From an optimization exercise on the open Yosys and OpenROAD flow, aimed at small area, a short achievable clock period and few clock cycles; shortcuts taken in it are not production practice. RTL that was checked went through simulation tests only; none was proved equivalent to the original. The RTL of run 1 was laid out without a check of its function.

==> flow/design.v (outline; a module is shown in full before it is edited, if it fits) <==
// module mem: 21 lines
// module ctrl: 70 lines
// module dot8: 1885 lines
// module fa: 10 lines
// module ha: 9 lines
// module mvm: 84 lines
module mvm #(
  parameter IWIDTH = 8,
  parameter OWIDTH = 32,
  parameter MEM_DATAW = IWIDTH * 8,
  parameter VEC_MEM_DEPTH = 4,
  parameter VEC_ADDRW = $clog2(VEC_MEM_DEPTH),
  parameter MAT_MEM_DEPTH = 8,
  parameter MAT_ADDRW = $clog2(MAT_MEM_DEPTH),
  parameter NUM_OLANES = 4
)(
  input  logic                   clk,
  input  logic                   rst,
  input  logic [MEM_DATAW-1:0]   i_vec_wdata,
  input  logic [VEC_ADDRW-1:0]   i_vec_waddr,
  input  logic                   i_vec_wen,
  input  logic [MEM_DATAW-1:0]   i_mat_wdata,
  input  logic [MAT_ADDRW-1:0]   i_mat_waddr,
  input  logic [NUM_OLANES-1:0]  i_mat_wen,
  input  logic                   i_start,
  input  logic [VEC_ADDRW-1:0]   i_vec_start_addr,
  input  logic [VEC_ADDRW:0]     i_vec_num_words,
  input  logic [MAT_ADDRW-1:0]   i_mat_start_addr,
  input  logic [MAT_ADDRW:0]     i_mat_num_rows_per_olane,
  output logic                   o_busy,
  output logic [NUM_OLANES*OWIDTH-1:0] o_result,
  output logic                   o_valid
);
  // ...
==> flow/run.sh <==
#!/bin/bash
# synth_recipe.tcl (not shown) runs the flow's synth.tcl, then flattens the netlist and writes it again
# the make line also repeats each setting of config.mk as NAME=value (left out here)
make -C /OpenROAD-flow-scripts/flow DESIGN_CONFIG=/design/flow/config.mk WORK_HOME=/design/flow/orfs CLKGATE_MAP_FILE= SYNTH_SCRIPT=/design/flow/synth_recipe.tcl finish
==> flow/config.mk <==
export PLATFORM = sky130hd
export DESIGN_NAME = mvm
export DESIGN_NICKNAME = mvm
export VERILOG_FILES = /design/flow/design.v
export SDC_FILE = /design/flow/constraint.sdc
export NUM_CORES = 4
export LEC_CHECK = 0
export ABC_CLOCK_PERIOD_IN_PS = 2800
export CAP_MARGIN = 20
export CORE_MARGIN = 2
export CORE_UTILIZATION = 50
export SETUP_SLACK_MARGIN = 2.6
export SLEW_MARGIN = 20
export SYNTH_HIERARCHICAL = 1
export SYNTH_MINIMUM_KEEP_SIZE = 0
export TNS_END_PERCENT = 10
==> flow/constraint.sdc <==
create_clock -name core_clock -period 5.5 [get_ports {clk}]
set_input_delay 1.1000 -clock core_clock [delete_from_list [all_inputs] [get_ports {clk}]]
set_output_delay 1.1000 -clock core_clock [all_outputs]
set_load 0.01 [all_outputs]
==> impl_metrics.toml, run 1 <==
[final_layout]
nMultiInputCombCells = 6758
final_cells = 16300

[synthesis]
syn_nets = 13100
synth.area.top_cells = "edfxtp_1, dfxtp_1, fa_1, a22oi_1, xnor2_1"
synth_top_family_by_area = "adder cells"
synthSimpleGateAreaFrac_pct = 3.75
synth-seq-area-share_pct = 56.8
synth_top_area_cell = "edfxtp_1"

[detailed_routing]
wirelength_mm = 524
vias = 101000
drt-initial-drc-count = 13300
wl_met3_mm = 62.0

[floorplan]
die_area_um2 = 334000
start_util_pct = 50.3

[clock_network]
cts_tree = "yes"
cts.htree.levels = 5

[min_path]
hold_path_depth = 0
worstHoldStart = "OLANE[1].dot8_inst.r753$_DFF_P_"

[global_routing]
use_met3_pct = 9.08
use_met2_pct = 45.3

[timing]
setup_violations = 0
min_period_over_period_pct = 56.8

[status]
status = "finished clean"

[setup_path]
r2r_start = "vec_booth[71]$_DFF_P_"
cp.depth = 6
end_kind = "flip-flop"
r2r-end = "OLANE[3].dot8_inst.r839$_DFF_P_"
crit_path_end = "OLANE[3].dot8_inst.r839$_DFF_P_"

[placed_design]
port_buffers = 282
==> module ctrl, before the edit <==
module ctrl (
  input  logic       clk,
  input  logic       rst,
  input  logic       start,
  input  logic [1:0] vec_start_addr,
  input  logic [2:0] vec_num_words,
  input  logic [2:0] mat_start_addr,
  input  logic [3:0] mat_num_rows_per_olane,
  output logic [3:0] vec_rsel,    
  output logic [7:0] mat_rsel,    
  output logic       issue,
  output logic       first,
  output logic       last,
  output logic       busy
);
  logic [3:0] vs;       
  logic [2:0] wm1;      
  logic [2:0] col;      
  logic [3:0] rows;     
  logic       act;
  wire accept  = start & ~busy;
  wire row_end = (col == wm1);
  wire job_end = row_end & (rows == 4'd0);
  logic       act_n;
  logic [2:0] col_n, wm1_n;
  logic [3:0] rows_n;
  always_comb begin
    act_n  = act;
    col_n  = col;
    rows_n = rows;
    wm1_n  = wm1;
    if (accept) begin
      act_n  = 1'b1;
      col_n  = 3'd0;
      rows_n = mat_num_rows_per_olane - 4'd1;
      wm1_n  = vec_num_words - 3'd1;
    end else if (act) begin
      if (row_end) begin
        col_n  = 3'd0;
        rows_n = rows - 4'd1;
        act_n  = ~job_end;
      end else begin
        col_n  = col + 3'd1;
      end
    end
  end
  always_ff @(posedge clk) begin
    if (rst) begin
      act  <= 1'b0;
      busy <= 1'b0;
    end else begin
      act  <= act_n;
      busy <= accept | (act_n & ~((col_n == wm1_n) & (rows_n == 4'd0)));
    end
    col  <= col_n;
    rows <= rows_n;
    wm1  <= wm1_n;
    if (accept) begin
      vs       <= 4'd1 << vec_start_addr;
      vec_rsel <= 4'd1 << vec_start_addr;
      mat_rsel <= 8'd1 << mat_start_addr;
    end else if (act) begin
      mat_rsel <= {mat_rsel[6:0], mat_rsel[7]};
      vec_rsel <= row_end ? vs : {vec_rsel[2:0], vec_rsel[3]};
    end
  end
  assign issue = act;
  assign first = (col == 3'd0);
  assign last  = row_end;
endmodule
==> module mvm, before the edit <==
module mvm #(
  parameter IWIDTH = 8,
  parameter OWIDTH = 32,
  parameter MEM_DATAW = IWIDTH * 8,
  parameter VEC_MEM_DEPTH = 4,
  parameter VEC_ADDRW = $clog2(VEC_MEM_DEPTH),
  parameter MAT_MEM_DEPTH = 8,
  parameter MAT_ADDRW = $clog2(MAT_MEM_DEPTH),
  parameter NUM_OLANES = 4
)(
  input  logic                   clk,
  input  logic                   rst,
  input  logic [MEM_DATAW-1:0]   i_vec_wdata,
  input  logic [VEC_ADDRW-1:0]   i_vec_waddr,
  input  logic                   i_vec_wen,
  input  logic [MEM_DATAW-1:0]   i_mat_wdata,
  input  logic [MAT_ADDRW-1:0]   i_mat_waddr,
  input  logic [NUM_OLANES-1:0]  i_mat_wen,
  input  logic                   i_start,
  input  logic [VEC_ADDRW-1:0]   i_vec_start_addr,
  input  logic [VEC_ADDRW:0]     i_vec_num_words,
  input  logic [MAT_ADDRW-1:0]   i_mat_start_addr,
  input  logic [MAT_ADDRW:0]     i_mat_num_rows_per_olane,
  output logic                   o_busy,
  output logic [NUM_OLANES*OWIDTH-1:0] o_result,
  output logic                   o_valid
);
  logic [VEC_MEM_DEPTH-1:0] vec_rsel;
  logic [MAT_MEM_DEPTH-1:0] mat_rsel;
  logic issue, first, last;
  ctrl ctrl_inst (
    .clk(clk), .rst(rst), .start(i_start),
    .vec_start_addr(i_vec_start_addr), .vec_num_words(i_vec_num_words),
    .mat_start_addr(i_mat_start_addr), .mat_num_rows_per_olane(i_mat_num_rows_per_olane),
    .vec_rsel(vec_rsel), .mat_rsel(mat_rsel),
    .issue(issue), .first(first), .last(last), .busy(o_busy)
  );
  logic [4:1] v_r, first_r, last_r;
  always_ff @(posedge clk) begin
    if (rst) begin
      v_r     <= '0;
      o_valid <= 1'b0;
    end else begin
      v_r     <= {v_r[3:1], issue};
      o_valid <= v_r[4] & last_r[4];
    end
    first_r <= {first_r[3:1], first};
    last_r  <= {last_r[3:1], last};
  end
  logic [MEM_DATAW-1:0] vec_rd;
  logic [95:0]          vec_booth;
  mem #(.DATAW(MEM_DATAW), .DEPTH(VEC_MEM_DEPTH)) vec_mem_inst (
    .clk(clk), .wdata(i_vec_wdata), .waddr(i_vec_waddr), .wen(i_vec_wen),
    .rsel(vec_rsel), .rdata(vec_rd)
  );
  always_ff @(posedge clk) begin
    for (int e = 0; e < 8; e++) begin
      for (int d = 0; d < 4; d++) begin
        logic hi, mid, lo;
        hi  = vec_rd[8*e + 2*d + 1];
        mid = vec_rd[8*e + 2*d];
        lo  = (d == 0) ? 1'b0 : vec_rd[8*e + 2*d - 1];
        vec_booth[3*(4*e+d)]     <= mid ^ lo;
        vec_booth[3*(4*e+d) + 1] <= (hi & ~mid & ~lo) | (~hi & mid & lo);
        vec_booth[3*(4*e+d) + 2] <= hi;
      end
    end
  end
  genvar k;
  generate
    for (k = 0; k < NUM_OLANES; k = k + 1) begin : OLANE
      logic [MEM_DATAW-1:0] mat_rd, mat_data;
      mem #(.DATAW(MEM_DATAW), .DEPTH(MAT_MEM_DEPTH)) mat_mem_inst (
        .clk(clk), .wdata(i_mat_wdata), .waddr(i_mat_waddr), .wen(i_mat_wen[k]),
        .rsel(mat_rsel), .rdata(mat_rd)
      );
      always_ff @(posedge clk) mat_data <= mat_rd;
      dot8 dot8_inst (
        .clk(clk), .first(first_r[3]), .a(vec_booth), .b(mat_data),
        .result(o_result[k*OWIDTH +: OWIDTH])
      );
    end
  endgenerate
endmodule
==> run 2, diff against run 1 <==
--- a/flow/design.v
+++ b/flow/design.v
@@ -65,13 +65,15 @@
       end
     end
   end
+  wire next_final = row_end ? ((wm1 == 3'd0) & (rows == 4'd1))
+                            : ((col + 3'd1 == wm1) & (rows == 4'd0));
   always_ff @(posedge clk) begin
     if (rst) begin
       act  <= 1'b0;
       busy <= 1'b0;
     end else begin
       act  <= act_n;
-      busy <= accept | (act_n & ~((col_n == wm1_n) & (rows_n == 4'd0)));
+      busy <= accept | (act & ~job_end & ~next_final);
     end
     col  <= col_n;
     rows <= rows_n;
@@ -2020,6 +2022,19 @@
   output logic [NUM_OLANES*OWIDTH-1:0] o_result,
   output logic                   o_valid
 );
+  logic [MEM_DATAW-1:0]  vec_wdata, mat_wdata;
+  logic [VEC_ADDRW-1:0]  vec_waddr;
+  logic [MAT_ADDRW-1:0]  mat_waddr;
+  logic                  vec_wen;
+  logic [NUM_OLANES-1:0] mat_wen;
+  always_ff @(posedge clk) begin
+    vec_wdata <= i_vec_wdata;
+    vec_waddr <= i_vec_waddr;
+    vec_wen   <= i_vec_wen;
+    mat_wdata <= i_mat_wdata;
+    mat_waddr <= i_mat_waddr;
+    mat_wen   <= i_mat_wen;
+  end
   logic [VEC_MEM_DEPTH-1:0] vec_rsel;
   logic [MAT_MEM_DEPTH-1:0] mat_rsel;
   logic issue, first, last;
@@ -2045,7 +2060,7 @@
   logic [MEM_DATAW-1:0] vec_rd;
   logic [95:0]          vec_booth;
   mem #(.DATAW(MEM_DATAW), .DEPTH(VEC_MEM_DEPTH)) vec_mem_inst (
-    .clk(clk), .wdata(i_vec_wdata), .waddr(i_vec_waddr), .wen(i_vec_wen),
+    .clk(clk), .wdata(vec_wdata), .waddr(vec_waddr), .wen(vec_wen),
     .rsel(vec_rsel), .rdata(vec_rd)
   );
   always_ff @(posedge clk) begin
@@ -2066,7 +2081,7 @@
     for (k = 0; k < NUM_OLANES; k = k + 1) begin : OLANE
       logic [MEM_DATAW-1:0] mat_rd, mat_data;
       mem #(.DATAW(MEM_DATAW), .DEPTH(MAT_MEM_DEPTH)) mat_mem_inst (
-        .clk(clk), .wdata(i_mat_wdata), .waddr(i_mat_waddr), .wen(i_mat_wen[k]),
+        .clk(clk), .wdata(mat_wdata), .waddr(mat_waddr), .wen(mat_wen[k]),
         .rsel(mat_rsel), .rdata(mat_rd)
       );
       always_ff @(posedge clk) mat_data <= mat_rd;
--- a/flow/config.mk
+++ b/flow/config.mk
@@ -9,8 +9,8 @@
 export CAP_MARGIN = 20
 export CORE_MARGIN = 2
 export CORE_UTILIZATION = 50
-export SETUP_SLACK_MARGIN = 2.6
+export SETUP_SLACK_MARGIN = 2.75
 export SLEW_MARGIN = 20
 export SYNTH_HIERARCHICAL = 1
 export SYNTH_MINIMUM_KEEP_SIZE = 0
-export TNS_END_PERCENT = 10
+export TNS_END_PERCENT = 100
==> run 2 against run 1 <==
  * Utilization is 3.7 points higher
  * Setup slack better by 160 ps
  * Non-clock buffer count is 464 higher
  * Still clean on timing, DRC and antenna
  * Critical path depth is 1 lower
  * Register-to-register slack better by 160 ps
  * Critical path type unchanged
  * First-iteration DRC count is 13% higher
==> impl_metrics.toml, run 2 <==
[final_layout]
largest_register = "OLANE.mat_mem_inst.mem_array"
synthToLayoutAreaGrowth_pct = 18.8
layout_common_cells = "edfxtp_1, a22oi_1, xnor2_1, dfxtp_1, fa_1"
drive_above_1_share_pct = 21.6
reg_top3 = "OLANE.mat_mem_inst.mem_array: 2048 flops, OLANE.mat_data: 256 flops, vec_mem_inst.mem_array: 256 flops"
final_nets = 13800
final_common_cell = "edfxtp_1"
largest_reg_flops = 2048

[synthesis]
synth_top_area_share_pct = 41.7
yosys-top-cells-count = "edfxtp_1, a22oi_1, dfxtp_1"
synth-seq-area-share_pct = 57.5
synth.area.top_cells = "edfxtp_1, dfxtp_1, fa_1, a22oi_1, xnor2_1"
synth_top_area_cell = "edfxtp_1"
syn_area_per_cell_um2 = 14.4
synth.distinct_cells = 73
yosys_warnings = 11
ys.flop_type = "edfxtp_1"
synth.most_common_cell = "edfxtp_1"
synth-seq-cells = 3654
synth-edff-count = 2327
ys_async_sr_fraction_pct = 0
syn_area_um2 = 168000
syn_nets = 13200
netlist_instances = 11600

[timing]
totalNegativeSetupSlack_ps = 0
finalHoldWorstSlack_ps = 325
slew_headroom_pct = 25.4
tightest_slew_ps = 1120
finalHoldViolCount = 0
period_needed_ps = 2960
setup_violations = 0
min_period_over_period_pct = 53.9
slew_violations = 0
rsz0062_at_grt = "yes"
fin_skew_ps = 82.9
max_freq_mhz = 337

[detailed_routing]
wirelength_mm = 651
postRouteAntennaNets = 0
drt-initial-drc-count = 15000
route.detailed.drc = 0
dr.pass1.iters = 10
vias = 111000
viasPerCell = 6.52
wl_per_cell_um = 38.3

[setup_path]
crit_fanout = 9
cp.arrival_ps = 3850
r2r_start = "vec_booth[5]$_DFF_P_"
cp_data_required_time_ps = 6380
cp-start-kind = "flip-flop"
r2r-end = "OLANE[0].dot8_inst.r785$_DFF_P_"
r2r_cells = 5
path_class = "reg -> reg"
end_kind = "flip-flop"
reg2reg_slack_ps = 2540

[floorplan]
rows = 212
core-area_um2 = 334000
die_w_um = 583
die_area_um2 = 340000
start_util_pct = 50.2
fp.dieH_um = 583
ios = 283

[job]
cap_violations = 0

[clock_network]
clkSlewWorstSetupHoldPaths_ps = 60
cts_root_buf = "clkbuf_16"
clock_sinks = 3654
clk_path_buf_depth = 4
cts.htree.levels = 5
clock_latency_ps = 1050
cts_made_buffers = 374
cts_tree = "yes"

[min_path]
hold-path-endpoint = "first_r[2]$_DFF_P_"
worstHoldStart = "first_r[1]$_DFF_P_"
hold_path_depth = 0
hold_class = "reg -> reg"

[placed_design]
dp_hpwl_mm = 399
port_buffers = 282
gp_congestion = 1.02

[global_routing]
grt_pass1_vias = 107000
grt_overflow = 0
grt_max_degree = 116
track_usage_pct = 36.2
grt_pass1_wl_mm = 853
antenna_found_initial = 102

[status]
status = "finished clean"
-- run 2: changes by cell type after synthesis, sizes merged, moves of 3 or more --
cell | before | now
dfxtp | 1196 | 1327
edfxtp | 2320 | 2327
o21ai | 266 | 260
nand2 | 348 | 344
xor2 | 90 | 86
clkbuf | 541 | 538
nor2 | 107 | 110
nor3b | 8 | 5
-- run 2: cell families (layout without fill, tap and decap cells) --
logic type               Yosys count  in the layout  synth area share, %
AO/OA/AOI/OAI                   2808           2808                 12.2
XOR/XNOR                        1351           1351                 7.06
adder cells (fa/ha/maj)         1406           1406                 15.6
buffers and inverters           1227           2126                 3.84
flip-flops                      3654           3654                 57.5
multiplexers                       9              9               0.0537
other                              0             81                    0
AND/OR/NAND/NOR                 1165           1167                 3.68
-- run 2: layer usage --
| metal | wire length (um) | share of wire [%] | global-route usage [%] |
|---|---|---|---|
| met4 | 54000 | 8.3 | 21.2 |
| met1 | 237000 | 36 | 46.7 |
| met3 | 84500 | 13 | 12.8 |
| met2 | 275000 | 42 | 52.8 |
| met5 | 983 | 0.15 | 0.128 |
-- run 2: Yosys stat by module, one instance, submodules excluded, excerpt --
module  area (um2)  flops+latches  times used
dot8         12400            205           4
mvm          10800            502           1
ctrl          1410             28           1
fa            20.0              0        1144
-- run 2: worst max-delay path: stages (launching register included) --
cell	delay, ps
dfxtp_4	610
inv_2	290
xnor2_1	360
fa_1	500
fa_2	610
fa_2	450
-- run 2: how the worst max path moves through the flow --
| stage | start | to | slack (ps) | cells past startpoint |
|---|---|---|---|---|
| after floorplan | mat_waddr[0]$_DFF_P_ | OLANE[0].mat_mem_inst.mem_array[0][0]$_DFFE_PP_ | 1960 | 1 |
| after global placement | vec_booth[63]$_DFF_P_ | OLANE[3].dot8_inst.r823$_DFF_P_ | 1870 | 5 |
| after detailed placement | vec_booth[63]$_DFF_P_ | OLANE[3].dot8_inst.r823$_DFF_P_ | 1870 | 5 |
| after CTS | vec_booth[27]$_DFF_P_ | OLANE[3].dot8_inst.r785$_DFF_P_ | 2570 | 8 |
| after global routing | vec_booth[27]$_DFF_P_ | OLANE[2].dot8_inst.r803$_DFF_P_ | 2530 | 9 |
| final | vec_booth[5]$_DFF_P_ | OLANE[0].dot8_inst.r785$_DFF_P_ | 2540 | 5 |
-- run 2: layout make-up --
class,count,area (um2)
multi-input cells,6741,69300
clock buffers,532,10600
clock inverters,171,2090
repair buffers,963,12500
well taps,4387,5490
inverters,460,1760
flip-flops and latches,3654,97200
diodes,81,203
fillers,25500,135000
-- run 2: per-stage QoR --
step                instance area, um2  worst slack (ps)  utilization [%]  instances
floorplan                       168000              1960                -      11600
global placement                174000              1870             52.0      15700
detailed placement              174000              1870             52.0      15700
CTS                             193000              2570             57.8      16700
global route                    199000              2530             59.6      16900
finish                          199000              2540             59.7      17000
-- run 2: what timing repair did --
item	CTS	global route
cloned	42	41
resized for setup	932	937
hold endpoints to repair	0	0
setup endpoints to repair	796	503
hold buffers	0	0
pin swaps	291	605
buffers inserted	233	139
Testbench counts of run 2, summed over its fixed seeds: cycles 5,436.
==> run 3, diff against run 2 <==
--- a/flow/design.v
+++ b/flow/design.v
@@ -2058,24 +2058,31 @@
     last_r  <= {last_r[3:1], last};
   end
   logic [MEM_DATAW-1:0] vec_rd;
-  logic [95:0]          vec_booth;
   mem #(.DATAW(MEM_DATAW), .DEPTH(VEC_MEM_DEPTH)) vec_mem_inst (
     .clk(clk), .wdata(vec_wdata), .waddr(vec_waddr), .wen(vec_wen),
     .rsel(vec_rsel), .rdata(vec_rd)
   );
-  always_ff @(posedge clk) begin
+  logic [95:0] vec_enc;
+  always_comb begin
     for (int e = 0; e < 8; e++) begin
       for (int d = 0; d < 4; d++) begin
         logic hi, mid, lo;
         hi  = vec_rd[8*e + 2*d + 1];
         mid = vec_rd[8*e + 2*d];
         lo  = (d == 0) ? 1'b0 : vec_rd[8*e + 2*d - 1];
-        vec_booth[3*(4*e+d)]     <= mid ^ lo;
-        vec_booth[3*(4*e+d) + 1] <= (hi & ~mid & ~lo) | (~hi & mid & lo);
-        vec_booth[3*(4*e+d) + 2] <= hi;
+        vec_enc[3*(4*e+d)]     = mid ^ lo;
+        vec_enc[3*(4*e+d) + 1] = (hi & ~mid & ~lo) | (~hi & mid & lo);
+        vec_enc[3*(4*e+d) + 2] = hi;
       end
     end
   end
+  logic [95:0] vec_booth [2];
+  genvar p;
+  generate
+    for (p = 0; p < 2; p = p + 1) begin : VPAIR
+      vreg #(.W(96)) booth_reg_inst (.clk(clk), .d(vec_enc), .q(vec_booth[p]));
+    end
+  endgenerate
   genvar k;
   generate
     for (k = 0; k < NUM_OLANES; k = k + 1) begin : OLANE
@@ -2086,9 +2093,18 @@
       );
       always_ff @(posedge clk) mat_data <= mat_rd;
       dot8 dot8_inst (
-        .clk(clk), .first(first_r[3]), .a(vec_booth), .b(mat_data),
+        .clk(clk), .first(first_r[3]), .a(vec_booth[k/2]), .b(mat_data),
         .result(o_result[k*OWIDTH +: OWIDTH])
       );
     end
   endgenerate
 endmodule
+module vreg #(
+  parameter W = 1
+)(
+  input  logic         clk,
+  input  logic [W-1:0] d,
+  output logic [W-1:0] q
+);
+  always_ff @(posedge clk) q <= d;
+endmodule
==> flow/flow/run.sh (new file) <==
#!/bin/bash
# The standard layout, with plain buffers (sky130_fd_sc_hd__buf_4, which the
# resizer may resize) on the ports instead of the resizer's default pick,
# a delay cell. Everything else is the standard.sh unchanged.
set -euo pipefail
bash standard.sh "BUFFER_PORTS_ARGS=-buffer_cell sky130_fd_sc_hd__buf_4" finish > standard.log 2>&1
==> flow/standard.sh (new file) <==
#!/bin/bash
# synth_recipe.tcl (not shown) runs the flow's synth.tcl, then flattens the netlist and writes it again
# the make line also repeats each setting of config.mk as NAME=value (left out here)
make -C /OpenROAD-flow-scripts/flow DESIGN_CONFIG=/design/flow/config.mk WORK_HOME=/design/flow/orfs CLKGATE_MAP_FILE= SYNTH_SCRIPT=/design/flow/synth_recipe.tcl "${@:-finish}"
removed: flow/run.sh
==> run 3 against run 2 <==
  * Setup slack gained 140 ps
  * Via count fell by 6.1%
  * Cell count is 0.74% lower
  * Clock-buffer cell count decreased by 13
  * Clock skew decreased by 11 ps
  * Register-to-register slack better by 140 ps
  * Worst hold slack worse by 110 ps
  * Flip-flop and latch count up 96
  * Still clean on timing, DRC and antenna
  * Utilization shrank 2.9 points
==> impl_metrics.toml, run 3 <==
[status]
status = "finished clean"

[global_routing]
grt_max_degree = 103
track_usage_pct = 32.9
antenna_found_initial = 91
grt_pass1_wl_mm = 791
grt_overflow = 0
grt_pass1_vias = 102000

[setup_path]
path_class = "reg -> reg"
cp-start-kind = "flip-flop"
cp.arrival_ps = 3640
crit_top_cell = "fa_1"
crit_fanout = 9
slowest_delay_ps = 670
end_kind = "flip-flop"
cp.buffers_inverters = 1
cp_data_required_time_ps = 6310
critPathSlowestCell = "fa_1"
crit_family = "adder cells"
critical_path.cell_chain = "inv_2, xnor2_1, fa_1, fa_1, fa_1"

[final_layout]
final_core_util_pct = 56.7
largest_register = "OLANE.mat_mem_inst.mem_array"
final_cells = 16900
drive_above_1_share_pct = 16.4
reg_top3 = "OLANE.mat_mem_inst.mem_array: 2048 flops, OLANE.mat_data: 256 flops, vec_mem_inst.mem_array: 256 flops"
synthToLayoutAreaGrowth_pct = 12.8
largest_reg_flops = 2048
final_nets = 13500
layout_common_cells = "edfxtp_1, a22oi_1, xnor2_1, fa_1, dfxtp_1"
final_common_cell = "edfxtp_1"

[clock_network]
cts.htree.levels = 5
clock_sinks = 3750
clock_latency_ps = 1000
cts_root_buf = "clkbuf_16"
clkSlewWorstSetupHoldPaths_ps = 60
cts_tree = "yes"
clk_path_buf_depth = 4
cts_made_buffers = 390

[synthesis]
yosys-top-cells-count = "edfxtp_1, a22oi_1, dfxtp_1"
syn_nets = 13300
ys.flop_type = "edfxtp_1"
synth-edff-count = 2327
syn_area_um2 = 170000
syn_area_per_cell_um2 = 14.5
ys_async_sr_fraction_pct = 0
synth-seq-cells = 3750
synth_top_area_share_pct = 41.2
synth.most_common_cell = "edfxtp_1"
synth.distinct_cells = 73
yosys_warnings = 13
synth-seq-area-share_pct = 58.0
netlist_instances = 11700
synth_top_area_cell = "edfxtp_1"
synth.area.top_cells = "edfxtp_1, dfxtp_1, fa_1, a22oi_1, xnor2_1"

[floorplan]
die_w_um = 586
core-area_um2 = 337000
fp.dieH_um = 586
die_area_um2 = 344000
rows = 213
start_util_pct = 50.3
ios = 283

[detailed_routing]
postRouteAntennaNets = 0
route.detailed.drc = 0
drt-initial-drc-count = 12500
viasPerCell = 6.16
vias = 104000
wl_per_cell_um = 34.0
dr.pass1.iters = 7
wirelength_mm = 573

[timing]
max_freq_mhz = 354
finalHoldViolCount = 0
slew_headroom_pct = 21.6
slew_violations = 0
fin_skew_ps = 71.5
period_needed_ps = 2820
totalNegativeSetupSlack_ps = 0
min_period_over_period_pct = 51.3
setup_violations = 0
rsz0062_at_grt = "yes"
tightest_slew_ps = 1170

[min_path]
hold_class = "in -> reg"

[placed_design]
dp_hpwl_mm = 414
port_buffers = 282
gp_congestion = 1.02
dp_cells = 15900

[job]
cap_violations = 0
run 3: changes by cell type in the layout (fill, tap and decap cells not counted), moves of 49 or more:
cell | before | now
a22oi_1 | 1770 | 2036
a22oi_2 | 278 | 12
buf_12 | 198 | 51
buf_16 | 64 | 2
buf_4 | 305 | 489
buf_6 | 68 | 15
clkdlybuf4s50_1 | 152 | 0
dfxtp_2 | 200 | 254
dlygate4sd2_1 | 67 | 0
fa_1 | 861 | 1117
fa_2 | 287 | 31
o21ai_0 | 156 | 205
xnor2_1 | 1078 | 1227
xnor2_2 | 181 | 38
run 3: logic make-up (layout without fill, tap and decap cells):
| family | Yosys count | after routing | share of synthesized area [%] |
|---|---|---|---|
| xor+xnor | 1351 | 1351 | 6.98 |
| buf+inv | 1227 | 1750 | 3.79 |
| flops | 3750 | 3750 | 58.0 |
| fa+ha+maj | 1406 | 1406 | 15.5 |
| compound gates | 2808 | 2808 | 12.1 |
| simple gates | 1165 | 1165 | 3.64 |
| mux | 9 | 9 | 0.0531 |
| other cells | 0 | 110 | 0 |
run 3: worst paths after layout:
kind	from	to	slack, ps	depth (start not counted)
worst max-delay path	VPAIR[0].booth_reg_inst.q[8]$_DFF_P_	OLANE[1].dot8_inst.r785$_DFF_P_	2680	5
worst min-delay path	i_mat_wdata[35]	mat_wdata[35]$_DFF_P_	210	1
worst max register to register	VPAIR[0].booth_reg_inst.q[8]$_DFF_P_	OLANE[1].dot8_inst.r785$_DFF_P_	2680	5
worst min register to register	OLANE[0].dot8_inst.r753$_DFF_P_	OLANE[0].dot8_inst.r1002$_DFF_P_	330	0
run 3: repair_timing:
item	4_1_cts	5_1_grt
gates cloned	1	1
hold endpoints to repair	0	0
setup buffers	30	64
gates resized for setup	458	355
pin swaps	16	77
endpoints found under the setup margin	832	313
hold buffers	0	0
run 3: Yosys stat by module, one instance, submodules excluded, a selection:
module,cells inside,copies in the design
dot8,1414,4
mvm,516,1
ctrl,123,1
fa,1,1144
run 3: routing by layer:
layer / part of all wire, % / vias to the layer above / track usage, %
li1: - / 43500 / -
met1: 40 / 53700 / 45.7
met2: 45 / 5592 / 50.4
met3: 9.7 / 1049 / 6.67
met4: 4.8 / 28 / 14.4
met5: 0.033 / - / 0
run 3: final cells by class:
| class | count | area (um2) |
|---|---|---|
| clock inverters | 207 | 2150 |
| clock buffers | 519 | 10900 |
| inverters | 460 | 1740 |
| well taps | 4515 | 5650 |
| repair buffers | 564 | 5030 |
| flip-flops and latches | 3750 | 99300 |
| multi-input cells | 6739 | 66200 |
| fillers | 26800 | 146000 |
| diodes | 110 | 275 |
run 3: metrics by stage:
stage / instance area [um2] / hold slack (ps) / worst slack (ps)
final: 191000 / 213 / 2680
after global routing: 191000 / 175 / 2560
after CTS: 189000 / 146 / 2660
after detailed placement: 175000 / 312 / 2050
after global placement: 175000 / 313 / 2000
after floorplan: 170000 / 310 / 1960
run 3: worst reg2reg max path, stage by stage, from the launching register on:
cell	delay, ps
dfxtp_2	440
inv_2	210
xnor2_1	370
fa_1	540
fa_1	670
fa_1	450
Testbench counts of run 3, summed over its fixed seeds: cycles 5,436.
==> run 4, diff against run 3 <==
--- a/flow/design.v
+++ b/flow/design.v
@@ -35,6 +35,8 @@
   output logic       busy
 );
   logic [3:0] vs;       
+  logic [3:0] vsel;     
+  logic [7:0] msel;     
   logic [2:0] wm1;      
   logic [2:0] col;      
   logic [3:0] rows;     
@@ -42,54 +44,81 @@
   wire accept  = start & ~busy;
   wire row_end = (col == wm1);
   wire job_end = row_end & (rows == 4'd0);
+  wire [3:0] s_vsel = 4'd1 << vec_start_addr;
+  wire [7:0] s_msel = 8'd1 << mat_start_addr;
+  wire [2:0] s_wm1  = vec_num_words - 3'd1;
+  wire [3:0] s_rm1  = mat_num_rows_per_olane - 4'd1;
+  wire       s_rend = (s_wm1 == 3'd0);
+  always_comb begin
+    if (accept) begin
+      issue    = 1'b1;
+      vec_rsel = s_vsel;
+      mat_rsel = s_msel;
+      first    = 1'b1;
+      last     = s_rend;
+    end else begin
+      issue    = act;
+      vec_rsel = vsel;
+      mat_rsel = msel;
+      first    = (col == 3'd0);
+      last     = row_end;
+    end
+  end
   logic       act_n;
   logic [2:0] col_n, wm1_n;
-  logic [3:0] rows_n;
+  logic [3:0] rows_n, vs_n, vsel_n;
+  logic [7:0] msel_n;
   always_comb begin
     act_n  = act;
     col_n  = col;
     rows_n = rows;
     wm1_n  = wm1;
+    vs_n   = vs;
+    vsel_n = vsel;
+    msel_n = msel;
     if (accept) begin
-      act_n  = 1'b1;
-      col_n  = 3'd0;
-      rows_n = mat_num_rows_per_olane - 4'd1;
-      wm1_n  = vec_num_words - 3'd1;
+      wm1_n  = s_wm1;
+      vs_n   = s_vsel;
+      msel_n = {s_msel[6:0], s_msel[7]};
+      if (s_rend) begin
+        col_n  = 3'd0;
+        rows_n = s_rm1 - 4'd1;
+        act_n  = (s_rm1 != 4'd0);
+        vsel_n = s_vsel;
+      end else begin
+        col_n  = 3'd1;
+        rows_n = s_rm1;
+        act_n  = 1'b1;
+        vsel_n = {s_vsel[2:0], s_vsel[3]};
+      end
     end else if (act) begin
+      msel_n = {msel[6:0], msel[7]};
       if (row_end) begin
         col_n  = 3'd0;
         rows_n = rows - 4'd1;
         act_n  = ~job_end;
+        vsel_n = vs;
       end else begin
         col_n  = col + 3'd1;
+        vsel_n = {vsel[2:0], vsel[3]};
       end
     end
   end
-  wire next_final = row_end ? ((wm1 == 3'd0) & (rows == 4'd1))
-                            : ((col + 3'd1 == wm1) & (rows == 4'd0));
   always_ff @(posedge clk) begin
     if (rst) begin
       act  <= 1'b0;
       busy <= 1'b0;
     end else begin
       act  <= act_n;
-      busy <= accept | (act & ~job_end & ~next_final);
+      busy <= accept | act_n;
     end
     col  <= col_n;
     rows <= rows_n;
     wm1  <= wm1_n;
-    if (accept) begin
-      vs       <= 4'd1 << vec_start_addr;
-      vec_rsel <= 4'd1 << vec_start_addr;
-      mat_rsel <= 8'd1 << mat_start_addr;
-    end else if (act) begin
-      mat_rsel <= {mat_rsel[6:0], mat_rsel[7]};
-      vec_rsel <= row_end ? vs : {vec_rsel[2:0], vec_rsel[3]};
-    end
+    vs   <= vs_n;
+    vsel <= vsel_n;
+    msel <= msel_n;
   end
-  assign issue = act;
-  assign first = (col == 3'd0);
-  assign last  = row_end;
 endmodule
 module dot8 (
   input  logic        clk,
@@ -2022,19 +2051,6 @@
   output logic [NUM_OLANES*OWIDTH-1:0] o_result,
   output logic                   o_valid
 );
-  logic [MEM_DATAW-1:0]  vec_wdata, mat_wdata;
-  logic [VEC_ADDRW-1:0]  vec_waddr;
-  logic [MAT_ADDRW-1:0]  mat_waddr;
-  logic                  vec_wen;
-  logic [NUM_OLANES-1:0] mat_wen;
-  always_ff @(posedge clk) begin
-    vec_wdata <= i_vec_wdata;
-    vec_waddr <= i_vec_waddr;
-    vec_wen   <= i_vec_wen;
-    mat_wdata <= i_mat_wdata;
-    mat_waddr <= i_mat_waddr;
-    mat_wen   <= i_mat_wen;
-  end
   logic [VEC_MEM_DEPTH-1:0] vec_rsel;
   logic [MAT_MEM_DEPTH-1:0] mat_rsel;
   logic issue, first, last;
@@ -2059,7 +2075,7 @@
   end
   logic [MEM_DATAW-1:0] vec_rd;
   mem #(.DATAW(MEM_DATAW), .DEPTH(VEC_MEM_DEPTH)) vec_mem_inst (
-    .clk(clk), .wdata(vec_wdata), .waddr(vec_waddr), .wen(vec_wen),
+    .clk(clk), .wdata(i_vec_wdata), .waddr(i_vec_waddr), .wen(i_vec_wen),
     .rsel(vec_rsel), .rdata(vec_rd)
   );
   logic [95:0] vec_enc;
@@ -2088,7 +2104,7 @@
     for (k = 0; k < NUM_OLANES; k = k + 1) begin : OLANE
       logic [MEM_DATAW-1:0] mat_rd, mat_data;
       mem #(.DATAW(MEM_DATAW), .DEPTH(MAT_MEM_DEPTH)) mat_mem_inst (
-        .clk(clk), .wdata(mat_wdata), .waddr(mat_waddr), .wen(mat_wen[k]),
+        .clk(clk), .wdata(i_mat_wdata), .waddr(i_mat_waddr), .wen(i_mat_wen[k]),
         .rsel(mat_rsel), .rdata(mat_rd)
       );
       always_ff @(posedge clk) mat_data <= mat_rd;
--- a/flow/config.mk
+++ b/flow/config.mk
@@ -9,6 +9,8 @@
 export CAP_MARGIN = 20
 export CORE_MARGIN = 2
 export CORE_UTILIZATION = 50
+export CTS_CLUSTER_DIAMETER = 60
+export CTS_CLUSTER_SIZE = 30
 export SETUP_SLACK_MARGIN = 2.75
 export SLEW_MARGIN = 20
 export SYNTH_HIERARCHICAL = 1
==> run 4 against run 3 <==
  * Still clean on timing, DRC and antenna
  * Non-clock buffer count rose by 134
  * Setup slack worse by 99 ps
  * Via count increased by 1.2%
  * Synthesized area down 1.5%
  * Clock skew grew 41 ps
  * Design area is 1.0% lower
  * Utilization increased by 0.13 points
==> impl_metrics.toml, run 4 <==
[synthesis]
syn_area_um2 = 167000
synth-edff-count = 2330
ys.flop_type = "edfxtp_1"
synthAdderAreaFrac_pct = 15.7
synth_top_area_share_pct = 41.9
syn_area_per_cell_um2 = 14.4
synth_top_family_by_area = "adder cells"
synth-seq-cells = 3612
yosys-top-cells-count = "edfxtp_1, a22oi_1, dfxtp_1"
synth.most_common_cell = "edfxtp_1"
yosys-mux-area-fraction_pct = 0.105
synthSimpleGateAreaFrac_pct = 3.69
synth-seq-area-share_pct = 57.3
syn_nets = 13200
synth.distinct_cells = 76
ys_async_sr_fraction_pct = 0
synth-compound-area-share_pct = 12.3
synthXorXnorAreaFrac_pct = 7.09
yosys_warnings = 13
netlist_instances = 11600
synth_top_area_cell = "edfxtp_1"
synth.area.top_cells = "edfxtp_1, dfxtp_1, fa_1, a22oi_1, xnor2_1"

[setup_path]
reg2reg_slack_ps = 2580
critPathSlowestCell = "fa_2"
cp.arrival_ps = 3670
critical_path.cell_chain = "buf_4, a22oi_2, xnor2_2, fa_2, fa_2, fa_2"
end_kind = "flip-flop"
crit_top_cell = "fa_2"
slowest_delay_ps = 680
cp_data_required_time_ps = 6250
path_class = "reg -> reg"
cp-start-kind = "flip-flop"
crit_fanout = 8
crit_family = "adder cells"
cp.buffers_inverters = 1

[timing]
period_needed_ps = 2920
finalHoldViolCount = 0
totalNegativeSetupSlack_ps = 0
setup_ws_ps = 2580
min_period_over_period_pct = 53.1
setup_violations = 0
slew_violations = 0
fin_skew_ps = 112
slew_headroom_pct = 17.7
rsz0062_at_grt = "yes"
finalHoldWorstSlack_ps = 330
tightest_slew_ps = 1230
max_freq_mhz = 342

[job]
cap_violations = 0

[final_layout]
synthToLayoutAreaGrowth_pct = 13.4
largest_reg_flops = 2048
largest_register = "OLANE.mat_mem_inst.mem_array"
drive_above_1_share_pct = 18.8
multi_input_area_um2 = 67400
layout_common_cells = "edfxtp_1, a22oi_1, xnor2_1, fa_1, dfxtp_1"
reg_top3 = "OLANE.mat_mem_inst.mem_array: 2048 flops, OLANE.mat_data: 256 flops, vec_mem_inst.mem_array: 256 flops"
final_common_cell = "edfxtp_1"
seq_area_um2 = 97000
fillers = 26200
final_nets = 13400
postLayoutCellArea_um2 = 189000

[global_routing]
grt_overflow = 0
antenna_found_initial = 33
grt_pass1_wl_mm = 805
grt_pass1_vias = 103000
grt_max_degree = 87
track_usage_pct = 33.9

[floorplan]
ios = 283
fp.dieH_um = 582
start_util_pct = 50.2
die_w_um = 582
die_area_um2 = 339000
rows = 212
core-area_um2 = 333000

[placed_design]
port_buffers = 282
dp_hpwl_mm = 406
postPlaceCellArea_um2 = 172000
gp_congestion = 1.02
dp_slack_ps = 1260

[clock_network]
clock_sinks = 3612
cts_made_buffers = 272
clkSlewWorstSetupHoldPaths_ps = 90
clk_path_buf_depth = 4
cts_tree = "yes"
cts.htree.levels = 5
cts_root_buf = "clkbuf_16"
clock_latency_ps = 980
ctsHoldBuffers = 0

[detailed_routing]
postRouteAntennaNets = 0
route.detailed.drc = 0
dr.pass1.iters = 10
viasPerCell = 6.40
vias = 105000
drt-initial-drc-count = 14500
wl_per_cell_um = 36.2
wirelength_mm = 595

[min_path]
hold_class = "reg -> reg"

[status]
status = "finished clean"
## run 4: cell type report
cell class	instances	area share, %
flip-flops and latches	3612	51.3
multi-input cells	6761	35.6
repair buffers	698	4.00
clock buffers	291	3.72
well taps	4387	2.90
clock inverters	206	1.57
inverters	463	0.926
diodes	18	0.0238
repair inverters	1	0.00264
## run 4: worst paths after layout
kind | from | end | depth (start not counted)
min | last_r[1]$_DFF_P_ | last_r[2]$_DFF_P_ | 0
min reg2reg | last_r[1]$_DFF_P_ | last_r[2]$_DFF_P_ | 0
max | OLANE[0].mat_data[36]$_DFF_P_ | OLANE[0].dot8_inst.r823$_DFF_P_ | 6
max reg2reg | OLANE[0].mat_data[36]$_DFF_P_ | OLANE[0].dot8_inst.r823$_DFF_P_ | 6
## run 4: metrics by stage
stage          util (%)  instances
2_1_floorplan         -      11600
3_3_place_gp       51.8      15700
3_5_place_dp       51.8      15700
4_1_cts            55.6      16300
5_1_grt            56.8      16400
6_report           56.9      16400
## run 4: timing repair
item | in CTS | in global routing
setup endpoints to repair | 868 | 245
gates resized for setup | 801 | 472
cloned | 10 | 12
buffers inserted | 83 | 152
pin swaps | 64 | 382
## run 4: kinds of logic after synthesis
kind of cell,Yosys count
muxes,17
buffers and inverters,1231
adders and majority gates,1409
DFF,3612
AOI/OAI and AO/OA,2809
and+or+nand+nor,1165
xor gates and xnor gates,1352
## run 4: worst register-to-register path: stages (launching register included)
cell     delay (ps)
dfxtp_4         560
buf_4           180
a22oi_2          80
xnor2_2         230
fa_2            530
fa_2            680
fa_2            460
## run 4: Yosys stat by module, one instance, submodules excluded, a selection
module  flip-flops and latches  copies in the design  cells
ctrl                        28                     1    140
fa                           0                  1144      1
dot8                       205                     4   1414
mvm                        268                     1    378
## run 4: metal layers
layer / track usage, % / share of wire, % / up-vias
li1: - / - / 43100
met1: 46.4 / 38 / 54400
met2: 51.7 / 44 / 6451
met3: 7.25 / 11 / 1215
met4: 16.2 / 6.5 / 6
met5: 0 / 0.064 / -
Testbench counts of run 4, summed over its fixed seeds: cycles 5,340.
==> run 5, diff against run 4 <==
--- a/flow/config.mk
+++ b/flow/config.mk
@@ -9,8 +9,6 @@
 export CAP_MARGIN = 20
 export CORE_MARGIN = 2
 export CORE_UTILIZATION = 50
-export CTS_CLUSTER_DIAMETER = 60
-export CTS_CLUSTER_SIZE = 30
 export SETUP_SLACK_MARGIN = 2.75
 export SLEW_MARGIN = 20
 export SYNTH_HIERARCHICAL = 1
==> run 5 against run 4 <==
  * Non-clock buffer count decreased by 69
  * Still clean
  * Global-route usage increased by 0.15 points
  * Setup slack improved by 76 ps
  * Synthesized cell count unchanged
  * Design area increased by 0.31%
  * Die area unchanged
  * First-iteration DRC count decreased by 7.1%
==> impl_metrics.toml, run 5 <==
[setup_path]
cp.arrival_ps = 3700
cp-start-kind = "flip-flop"
cp.depth = 11
cp_data_required_time_ps = 6360
slowest_delay_ps = 560
startpoint = "OLANE[2].dot8_inst.r1009$_DFF_P_"
crit_family = "adder cells"
r2r_start = "OLANE[2].dot8_inst.r1009$_DFF_P_"
r2r_cells = 11
cp.buffers_inverters = 2
crit_fanout = 4
end_kind = "flip-flop"
path_class = "reg -> reg"
critPathSlowestCell = "fa_1"
critical_path.cell_chain = "fa_1, inv_2, ha_4, nand4b_1, a21oi_2, o211ai_1, a21oi_1, o21ai_2, buf_6, or3_1, o2111ai_1"

[timing]
tightest_slew_ps = 1250
period_needed_ps = 2840
setup_violations = 0
finalHoldViolCount = 0
rsz0062_at_grt = "yes"
fin_skew_ps = 73.9
totalNegativeSetupSlack_ps = 0
slew_headroom_pct = 16.9
min_period_over_period_pct = 51.7
slew_violations = 0
max_freq_mhz = 352

[global_routing]
grt_max_degree = 87
antenna_found_initial = 26
use_met2_pct = 51.7
use_met1_pct = 45.9
track_usage_pct = 34.1
grt_pass1_vias = 104000
use_met3_pct = 8.25
grt_pass1_wl_mm = 809
grt_overflow = 0
top_usage_layer = "met2"

[detailed_routing]
drt-initial-drc-count = 13500
wl_per_cell_um = 35.5
vias = 105000
wirelength_mm = 587
postRouteAntennaNets = 0
route.detailed.drc = 0
dr.pass1.iters = 6
viasPerCell = 6.32

[final_layout]
reg_top3 = "OLANE.mat_mem_inst.mem_array: 2048 flops, OLANE.mat_data: 256 flops, vec_mem_inst.mem_array: 256 flops"
final_nets = 13400
layout_common_cells = "edfxtp_1, a22oi_1, xnor2_1, fa_1, dfxtp_1"
fillers = 26100
synthToLayoutAreaGrowth_pct = 13.7
largest_register = "OLANE.mat_mem_inst.mem_array"
largest_reg_flops = 2048
final_core_util_pct = 57.0
drive_above_1_share_pct = 17.6
final_common_cell = "edfxtp_1"

[synthesis]
synth_top_area_cell = "edfxtp_1"
ys_async_sr_fraction_pct = 0
synth.area.top_cells = "edfxtp_1, dfxtp_1, fa_1, a22oi_1, xnor2_1"
yosys_warnings = 13
synth-edff-count = 2330
synth-seq-cells = 3612
ys.flop_type = "edfxtp_1"
synth.most_common_cell = "edfxtp_1"
syn_area_per_cell_um2 = 14.4
syn_area_um2 = 167000
synth.distinct_cells = 76
synth_top_area_share_pct = 41.9
synth-seq-area-share_pct = 57.3
syn_nets = 13200
yosys-top-cells-count = "edfxtp_1, a22oi_1, dfxtp_1"
netlist_instances = 11600

[clock_network]
clock_sinks = 3612
cts_tree = "yes"
cts_made_buffers = 364
cts_root_buf = "clkbuf_16"
clock_latency_ps = 1000
clkSlewWorstSetupHoldPaths_ps = 60
clk_path_buf_depth = 4
cts.htree.levels = 5

[floorplan]
die_w_um = 582
rows = 212
start_util_pct = 50.2
ios = 283
fp.dieH_um = 582
die_area_um2 = 339000
core-area_um2 = 333000

[status]
status = "finished clean"

[placed_design]
port_buffers = 282
gp_congestion = 1.02
dp_hpwl_mm = 406

[min_path]
hold_class = "reg -> reg"
worstHoldStart = "OLANE[3].dot8_inst.r753$_DFF_P_"
hold_path_depth = 0

[job]
cap_violations = 0
-- run 5: cell counts after synthesis --
No cell type changed its count.
-- run 5: cell type report --
cell class,count,area [um2],share of cell area (%)
clock buffer,492,10200,5.37
sequential,3612,96900,51.1
tap,4387,5490,2.89
inverter,463,1750,0.924
clock inverter,191,2260,1.19
antenna,12,30.0,0.0158
multi-input combinational,6761,66700,35.1
timing repair buffer,629,6440,3.39
-- run 5: metrics by stage --
step	instance area [um2]	setup WS, ps	instances	hold WS [ps]
after global routing	190000	2640	16500	321
after global placement	172000	1310	15700	311
after floorplan	167000	2110	11600	310
after detailed placement	172000	1260	15700	312
final	190000	2660	16500	326
after CTS	187000	2690	16400	272
-- run 5: metal layers --
metal | vias up | wire length, um
met4 | 6 | 35000
met3 | 1212 | 63300
met1 | 53900 | 227000
met5 | - | 34
li1 | 43200 | -
met2 | 6296 | 262000
-- run 5: logic make-up (layout without fill, tap and decap cells) --
logic type,Yosys count,after routing,synth area share [%]
DFF,3612,3612,57.3
AOI/OAI and AO/OA,2809,2818,12.3
adders and majority gates,1409,1409,15.7
xor gates and xnor gates,1352,1352,7.09
buffers and inverters,1231,1775,3.86
and+or+nand+nor,1165,1165,3.69
muxes,17,17,0.105
other,0,12,0
-- run 5: modules after synthesis, one instance, submodules excluded, a selection --
module,cell area (um2),times used,cells inside,flip-flops and latches
ctrl,1600,1,140,28
dot8,12400,4,1414,205
fa,20.0,1144,1,0
mvm,6110,1,378,268
-- run 5: worst paths after layout --
| path | endpoint | slack [ps] |
|---|---|---|
| setup / recovery | OLANE[2].dot8_inst.dot[14]$_DFF_P_ | 2660 |
| hold / removal | OLANE[3].dot8_inst.r1002$_DFF_P_ | 330 |
| setup reg to reg | OLANE[2].dot8_inst.dot[14]$_DFF_P_ | 2660 |
| hold reg to reg | OLANE[3].dot8_inst.r1002$_DFF_P_ | 330 |
-- run 5: repair_timing --
action                                  CTS  global route
resized for setup                       756           325
gates cloned                             10             1
pin swaps                                38           205
hold buffers                              0             0
endpoints found under the hold margin     0             0
endpoints found under the setup margin  865           227
buffers inserted                         66           110
==> run 6, diff against run 5 <==
--- a/flow/config.mk
+++ b/flow/config.mk
@@ -8,7 +8,8 @@
 export ABC_CLOCK_PERIOD_IN_PS = 2800
 export CAP_MARGIN = 20
 export CORE_MARGIN = 2
-export CORE_UTILIZATION = 50
+export CORE_UTILIZATION = 60
+export PLACE_DENSITY = 0.7
 export SETUP_SLACK_MARGIN = 2.75
 export SLEW_MARGIN = 20
 export SYNTH_HIERARCHICAL = 1
==> run 6 against run 5 <==
  * Maximum frequency is 4.8% lower
  * First-iteration DRC count is 12% higher
  * Flip-flop and latch count stayed put
  * Setup slack worse by 140 ps
  * Worst hold slack worse by 15 ps
  * Routed wire length is 3.7% lower
==> impl_metrics.toml, run 6 <==
[final_layout]
final_nets = 13400
reg_top3 = "OLANE.mat_mem_inst.mem_array: 2048 flops, OLANE.mat_data: 256 flops, vec_mem_inst.mem_array: 256 flops"
layout_common_cells = "edfxtp_1, a22oi_1, xnor2_1, fa_1, dfxtp_1"
synthToLayoutAreaGrowth_pct = 13.2
fillers = 18800
largest_register = "OLANE.mat_mem_inst.mem_array"
drive_above_1_share_pct = 18.9
final_common_cell = "edfxtp_1"
largest_reg_flops = 2048

[floorplan]
rows = 193
die_w_um = 532
start_util_pct = 60.3
fp.dieH_um = 532
die_area_um2 = 283000
ios = 283
core-area_um2 = 277000

[setup_path]
r2r_cells = 7
reg2reg_slack_ps = 2510
crit_fanout = 5
cp.arrival_ps = 3720
path_class = "reg -> reg"
r2r-end = "OLANE[1].dot8_inst.r804$_DFF_P_"
cp_data_required_time_ps = 6230
end_kind = "flip-flop"
cp-start-kind = "flip-flop"
r2r_start = "VPAIR[0].booth_reg_inst.q[52]$_DFF_P_"

[synthesis]
syn_area_per_cell_um2 = 14.4
synthXorXnorAreaFrac_pct = 7.09
yosys-mux-area-fraction_pct = 0.105
syn_nets = 13200
synth.most_common_cell = "edfxtp_1"
synthSimpleGateAreaFrac_pct = 3.69
synth-seq-cells = 3612
synth-seq-area-share_pct = 57.3
yosys-top-cells-count = "edfxtp_1, a22oi_1, dfxtp_1"
synth-edff-count = 2330
yosys_warnings = 13
ys.flop_type = "edfxtp_1"
synth.distinct_cells = 76
ys_async_sr_fraction_pct = 0
netlist_instances = 11600
synth_top_area_cell = "edfxtp_1"
synth.area.top_cells = "edfxtp_1, dfxtp_1, fa_1, a22oi_1, xnor2_1"
synth-compound-area-share_pct = 12.3
syn_area_um2 = 167000
synthAdderAreaFrac_pct = 15.7
synth_top_area_share_pct = 41.9
synth_top_family_by_area = "adder cells"

[timing]
period_needed_ps = 2990
slew_headroom_pct = 25.3
tightest_slew_ps = 1120
rsz0062_at_grt = "yes"
totalNegativeSetupSlack_ps = 0
max_freq_mhz = 335
slew_violations = 0
fin_skew_ps = 135
setup_ws_ps = 2510
finalHoldViolCount = 0
setup_violations = 0
min_period_over_period_pct = 54.3

[job]
cap_violations = 0

[global_routing]
grt_overflow = 0
track_usage_pct = 39.0
grt_pass1_vias = 103000
grt_pass1_wl_mm = 779
grt_max_degree = 123
antenna_found_initial = 47

[detailed_routing]
viasPerCell = 6.63
dr.pass1.iters = 6
drt-initial-drc-count = 15100
vias = 105000
route.detailed.drc = 0
wirelength_mm = 565
wl_per_cell_um = 35.7
postRouteAntennaNets = 0

[clock_network]
cts_tree = "yes"
cts_root_buf = "clkbuf_16"
clk_path_buf_depth = 4
clkSlewWorstSetupHoldPaths_ps = 60
clock_sinks = 3612
ctsHoldBuffers = 0
clock_latency_ps = 990
cts_made_buffers = 363
cts.htree.levels = 5

[min_path]
hold-path-endpoint = "OLANE[2].dot8_inst.r1003$_DFF_P_"
worstHoldStart = "OLANE[2].dot8_inst.r754$_DFF_P_"
hold_class = "reg -> reg"
hold_path_depth = 0

[placed_design]
gp_congestion = 1.02
dp_hpwl_mm = 390
dp_slack_ps = 1670
port_buffers = 282

[status]
status = "finished clean"
==> run 6: cell types whose count changed in the layout (fill, tap and decap cells not counted), sizes merged <==
cell	delta
clkinvlp	+8
bufinv	-21
clkinv	-20
diode	+8
clkbuf	+22
a22o	+2
inv	+4
buf	-29
==> run 6: area by class of cell <==
cell class                      count  area [um2]  share of cell area, %
Tap cell                         3705        4640                   2.45
Multi-Input combinational cell   6763       67600                   35.8
Inverter                          463        1780                  0.943
Clock inverter                    162        1880                  0.995
Clock buffer                      512       10200                   5.39
Sequential cell                  3612       97000                   51.3
Timing Repair Buffer              602        5890                   3.11
Antenna cell                       20        50.0                 0.0265
==> run 6: per-module statistics from Yosys, one instance, submodules excluded, excerpt <==
module  cells inside  flops+latches  area, um2  copies in the design
fa                 1              0       20.0                  1144
dot8            1414            205      12400                     4
mvm              378            268       6110                     1
ctrl             140             28       1600                     1
==> run 6: worst max-delay path, cell delays in order, from the launching register on <==
cell and delay (ps):
dfxtp_4 520, buf_6 150, buf_6 120, a22oi_2 70
xnor2_2 220, fa_2 480, fa_2 660, fa_2 490
==> run 6: kinds of logic after synthesis <==
family,Yosys count
compound gates,2809
xor+xnor,1352
fa+ha+maj,1409
buf+inv,1231
flops,3612
mux,17
simple gates,1165
==> run 6: how the worst max path moves through the flow <==
stage,from,endpoint
floorplan,i_mat_waddr[1],OLANE[0].mat_mem_inst.mem_array[5][0]$_DFFE_PP_
global placement,i_start,VPAIR[1].booth_reg_inst.q[40]$_DFF_P_
detailed placement,i_start,VPAIR[1].booth_reg_inst.q[40]$_DFF_P_
CTS,VPAIR[0].booth_reg_inst.q[52]$_DFF_P_,OLANE[0].dot8_inst.r786$_DFF_P_
global route,VPAIR[0].booth_reg_inst.q[52]$_DFF_P_,OLANE[1].dot8_inst.r804$_DFF_P_
finish,VPAIR[0].booth_reg_inst.q[52]$_DFF_P_,OLANE[1].dot8_inst.r804$_DFF_P_
==> run 6: what timing repair did <==
| action | 4_1_cts | 5_1_grt |
|---|---|---|
| pin swaps | 155 | 261 |
| setup endpoints to repair | 773 | 334 |
| cloned | 13 | 2 |
| resized for setup | 909 | 444 |
| setup buffers | 92 | 88 |
==> run 6: per-layer routing <==
metal,vias up,wire [um],GRT usage (%)
li1,43100,-,-
met1,53500,211000,53.1
met2,7119,247000,57.3
met3,1337,74800,12.0
met4,18,33100,19.2
met5,-,109,0
==> run 6: stage by stage <==
stage	hold slack [ps]	cell area [um2]	utilization [%]	std cells
3_5_place_dp	312	171000	61.7	14900
4_1_cts	264	186000	67.3	15700
5_1_grt	287	189000	68.3	15800
6_report	311	189000	68.3	15800
2_1_floorplan	310	167000	-	11600
3_3_place_gp	310	171000	61.7	14900
==> run 7, diff against run 6 <==
--- a/flow/config.mk
+++ b/flow/config.mk
@@ -8,9 +8,8 @@
 export ABC_CLOCK_PERIOD_IN_PS = 2800
 export CAP_MARGIN = 20
 export CORE_MARGIN = 2
-export CORE_UTILIZATION = 60
-export PLACE_DENSITY = 0.7
-export SETUP_SLACK_MARGIN = 2.75
+export CORE_UTILIZATION = 50
+export SETUP_SLACK_MARGIN = 2.6
 export SLEW_MARGIN = 20
 export SYNTH_HIERARCHICAL = 1
 export SYNTH_MINIMUM_KEEP_SIZE = 0
==> run 7 against run 6 <==
  * Still clean
  * Maximum frequency rose by 1.0%
  * First-iteration DRC count fell by 9.4%
  * Synthesized cell count did not move
  * Global-route usage fell by 6.6 points
  * Synthesized area did not move
  * Design area fell by 1.7%
  * Register-to-register slack improved by 30 ps
  * Cell count rose by 3.4%
  * Critical endpoint is now OLANE[2].dot8_inst.r839$_DFF_P_
==> impl_metrics.toml, run 7 <==
[setup_path]
cp-start-kind = "flip-flop"
cp_data_required_time_ps = 6290
end_kind = "flip-flop"
crit_fanout = 8
r2r-end = "OLANE[2].dot8_inst.r839$_DFF_P_"
r2r_cells = 5
cp.arrival_ps = 3750
path_class = "reg -> reg"
r2r_start = "OLANE[2].mat_data[31]$_DFF_P_"
reg2reg_slack_ps = 2540

[timing]
setup_violations = 0
fin_skew_ps = 67.5
max_freq_mhz = 338
slew_headroom_pct = 24.0
period_needed_ps = 2960
finalHoldViolCount = 0
finalHoldWorstSlack_ps = 324
tightest_slew_ps = 1140
min_period_over_period_pct = 53.8
rsz0062_at_grt = "yes"
totalNegativeSetupSlack_ps = 0
slew_violations = 0

[synthesis]
synth-edff-count = 2330
ys.flop_type = "edfxtp_1"
syn_area_um2 = 167000
yosys_warnings = 13
yosys-top-cells-count = "edfxtp_1, a22oi_1, dfxtp_1"
synth_top_area_cell = "edfxtp_1"
synth.most_common_cell = "edfxtp_1"
syn_area_per_cell_um2 = 14.4
synth-seq-area-share_pct = 57.3
ys_async_sr_fraction_pct = 0
synth.distinct_cells = 76
synth-seq-cells = 3612
synth.area.top_cells = "edfxtp_1, dfxtp_1, fa_1, a22oi_1, xnor2_1"
syn_nets = 13200
netlist_instances = 11600
synth_top_area_share_pct = 41.9

[clock_network]
clock_latency_ps = 970
clkSlewWorstSetupHoldPaths_ps = 60
clock_sinks = 3612
ctsHoldBuffers = 0
cts_made_buffers = 371
cts_tree = "yes"
cts_root_buf = "clkbuf_16"
cts.htree.levels = 5
clk_path_buf_depth = 4

[final_layout]
reg_top3 = "OLANE.mat_mem_inst.mem_array: 2048 flops, OLANE.mat_data: 256 flops, vec_mem_inst.mem_array: 256 flops"
largest_register = "OLANE.mat_mem_inst.mem_array"
layout_common_cells = "edfxtp_1, a22oi_1, xnor2_1, fa_1, dfxtp_1"
drive_above_1_share_pct = 14.5
final_common_cell = "edfxtp_1"
largest_reg_flops = 2048
synthToLayoutAreaGrowth_pct = 11.3
final_nets = 13200

[detailed_routing]
vias = 103000
route.detailed.drc = 0
viasPerCell = 6.27
wl_per_cell_um = 34.1
dr.pass1.iters = 9
wirelength_mm = 558
postRouteAntennaNets = 0
drt-initial-drc-count = 13700

[floorplan]
ios = 283
die_area_um2 = 339000
rows = 212
fp.dieH_um = 582
die_w_um = 582
core-area_um2 = 333000
start_util_pct = 50.2

[global_routing]
grt_pass1_vias = 102000
grt_overflow = 0
grt_pass1_wl_mm = 776
antenna_found_initial = 40
track_usage_pct = 32.4
grt_max_degree = 98

[job]
cap_violations = 0

[min_path]
hold_class = "reg -> reg"
hold-path-endpoint = "OLANE[0].dot8_inst.r1002$_DFF_P_"
hold_path_depth = 0
worstHoldStart = "OLANE[0].dot8_inst.r753$_DFF_P_"

[status]
status = "finished clean"

[placed_design]
gp_congestion = 0.979
port_buffers = 282
dp_hpwl_mm = 403
run 7: cell counts after synthesis:
Identical to the previous run, type by type.
run 7: how the worst max path moves through the flow:
stage / from / to / slack [ps]
2_1_floorplan: i_mat_waddr[2] / OLANE[0].mat_mem_inst.mem_array[1][0]$_DFFE_PP_ / 2130
3_3_place_gp: i_start / VPAIR[0].booth_reg_inst.q[52]$_DFF_P_ / 1940
3_5_place_dp: i_start / OLANE[2].mat_data[23]$_DFF_P_ / 1910
4_1_cts: VPAIR[0].booth_reg_inst.q[51]$_DFF_P_ / OLANE[0].dot8_inst.r804$_DFF_P_ / 2520
5_1_grt: OLANE[2].dot8_inst.r1015$_DFF_P_ / OLANE[2].dot8_inst.dot[18]$_DFF_P_ / 2550
6_report: OLANE[2].mat_data[31]$_DFF_P_ / OLANE[2].dot8_inst.r839$_DFF_P_ / 2540
run 7: critical path, cell delays in order, from the launching register on:
cell,delay [ps]
dfxtp_2,550
o21ai_0,190
xnor2_1,190
fa_1,830
fa_1,530
fa_1,480
run 7: repair_timing:
action	CTS	global route
buffers inserted	3	5
pin swaps	8	14
gates resized for setup	423	189
setup endpoints to repair	415	188
run 7: logic make-up (layout without fill, tap and decap cells):
group | after synthesis | after routing | synth area share [%]
AOI/OAI and AO/OA | 2809 | 2809 | 12.3
xor gates and xnor gates | 1352 | 1352 | 7.09
adders and majority gates | 1409 | 1409 | 15.7
buffers and inverters | 1231 | 1612 | 3.86
DFF | 3612 | 3612 | 57.3
muxes | 17 | 17 | 0.105
other | 0 | 16 | 0
and+or+nand+nor | 1165 | 1165 | 3.69
run 7: Yosys stat by module (local to each module, per instance), a selection:
| module | flops+latches | cell area (um2) | cells |
|---|---|---|---|
| mvm | 268 | 6110 | 378 |
| ctrl | 28 | 1600 | 140 |
| fa | 0 | 20.0 | 1 |
| dot8 | 205 | 12400 | 1414 |
run 7: layout make-up:
class                   instances  area (um2)
diodes                         16        40.0
clock inverters               159        1770
repair buffers                456        4060
inverters                     463        1740
clock buffers                 534       10600
well taps                    4387        5490
flip-flops and latches       3612       96500
fillers                     26400      147000
multi-input cells            6752       65700
run 7: through the flow:
stage | util [%] | setup slack, ps | instances | instance area, um2
floorplan | - | 2130 | 11600 | 167000
finish | 55.8 | 2540 | 16400 | 186000
detailed placement | 51.7 | 1910 | 15700 | 172000
global placement | 51.7 | 1940 | 15700 | 172000
global route | 55.8 | 2550 | 16400 | 186000
CTS | 55.7 | 2520 | 16400 | 185000
run 7: layer usage:
layer	GRT usage (%)	share of wire, %	vias to the layer above
met5	0	0.066	-
met4	13.1	4.5	12
met1	45.6	41	53000
met2	48.8	44	5947
li1	-	-	42800
met3	7.34	10	1001

[re-timing with driven ports]
The results above use ideal ports. As a check the final layouts listed here were re-extracted and re-timed, cells and wires unchanged.
Step 1 sets driving cells, clkbuf_16 on the clock port and buf_2 on the other inputs (assumed; they add their load-dependent delay and slew).
Step 2 also shifts input and output timing later by t, the mid clock arrival at the registers, as if the neighbouring blocks saw the same clock.
a / b / c = ideal ports / drivers / drivers and shift; a / b = the first two.
run | t (ns) | slack for setup (ns) | clock arrival spread, ns
run 1 | 1.056 | 2.378 / 2.378 / 1.474 | 0.054 / 0.054
run 2 | 1.118 | 2.535 / 2.535 / 2.272 | 0.088 / 0.088
run 3 | 1.085 | 2.678 / 2.678 / 2.678 | 0.075 / 0.075
run 4 | 1.028 | 2.579 / 2.579 / 1.914 | 0.113 / 0.113
run 5 | 1.065 | 2.656 / 2.656 / 1.738 | 0.087 / 0.087
run 6 | 1.036 | 2.513 / 2.513 / 1.987 | 0.138 / 0.139
run 7 | 1.051 | 2.544 / 2.544 / 1.815 | 0.071 / 0.071
After both steps every run listed still meets setup and hold. For run 5, which loses most, drivers alone change the setup slack by 0.000 ns; drivers and shift together by -0.918 ns.
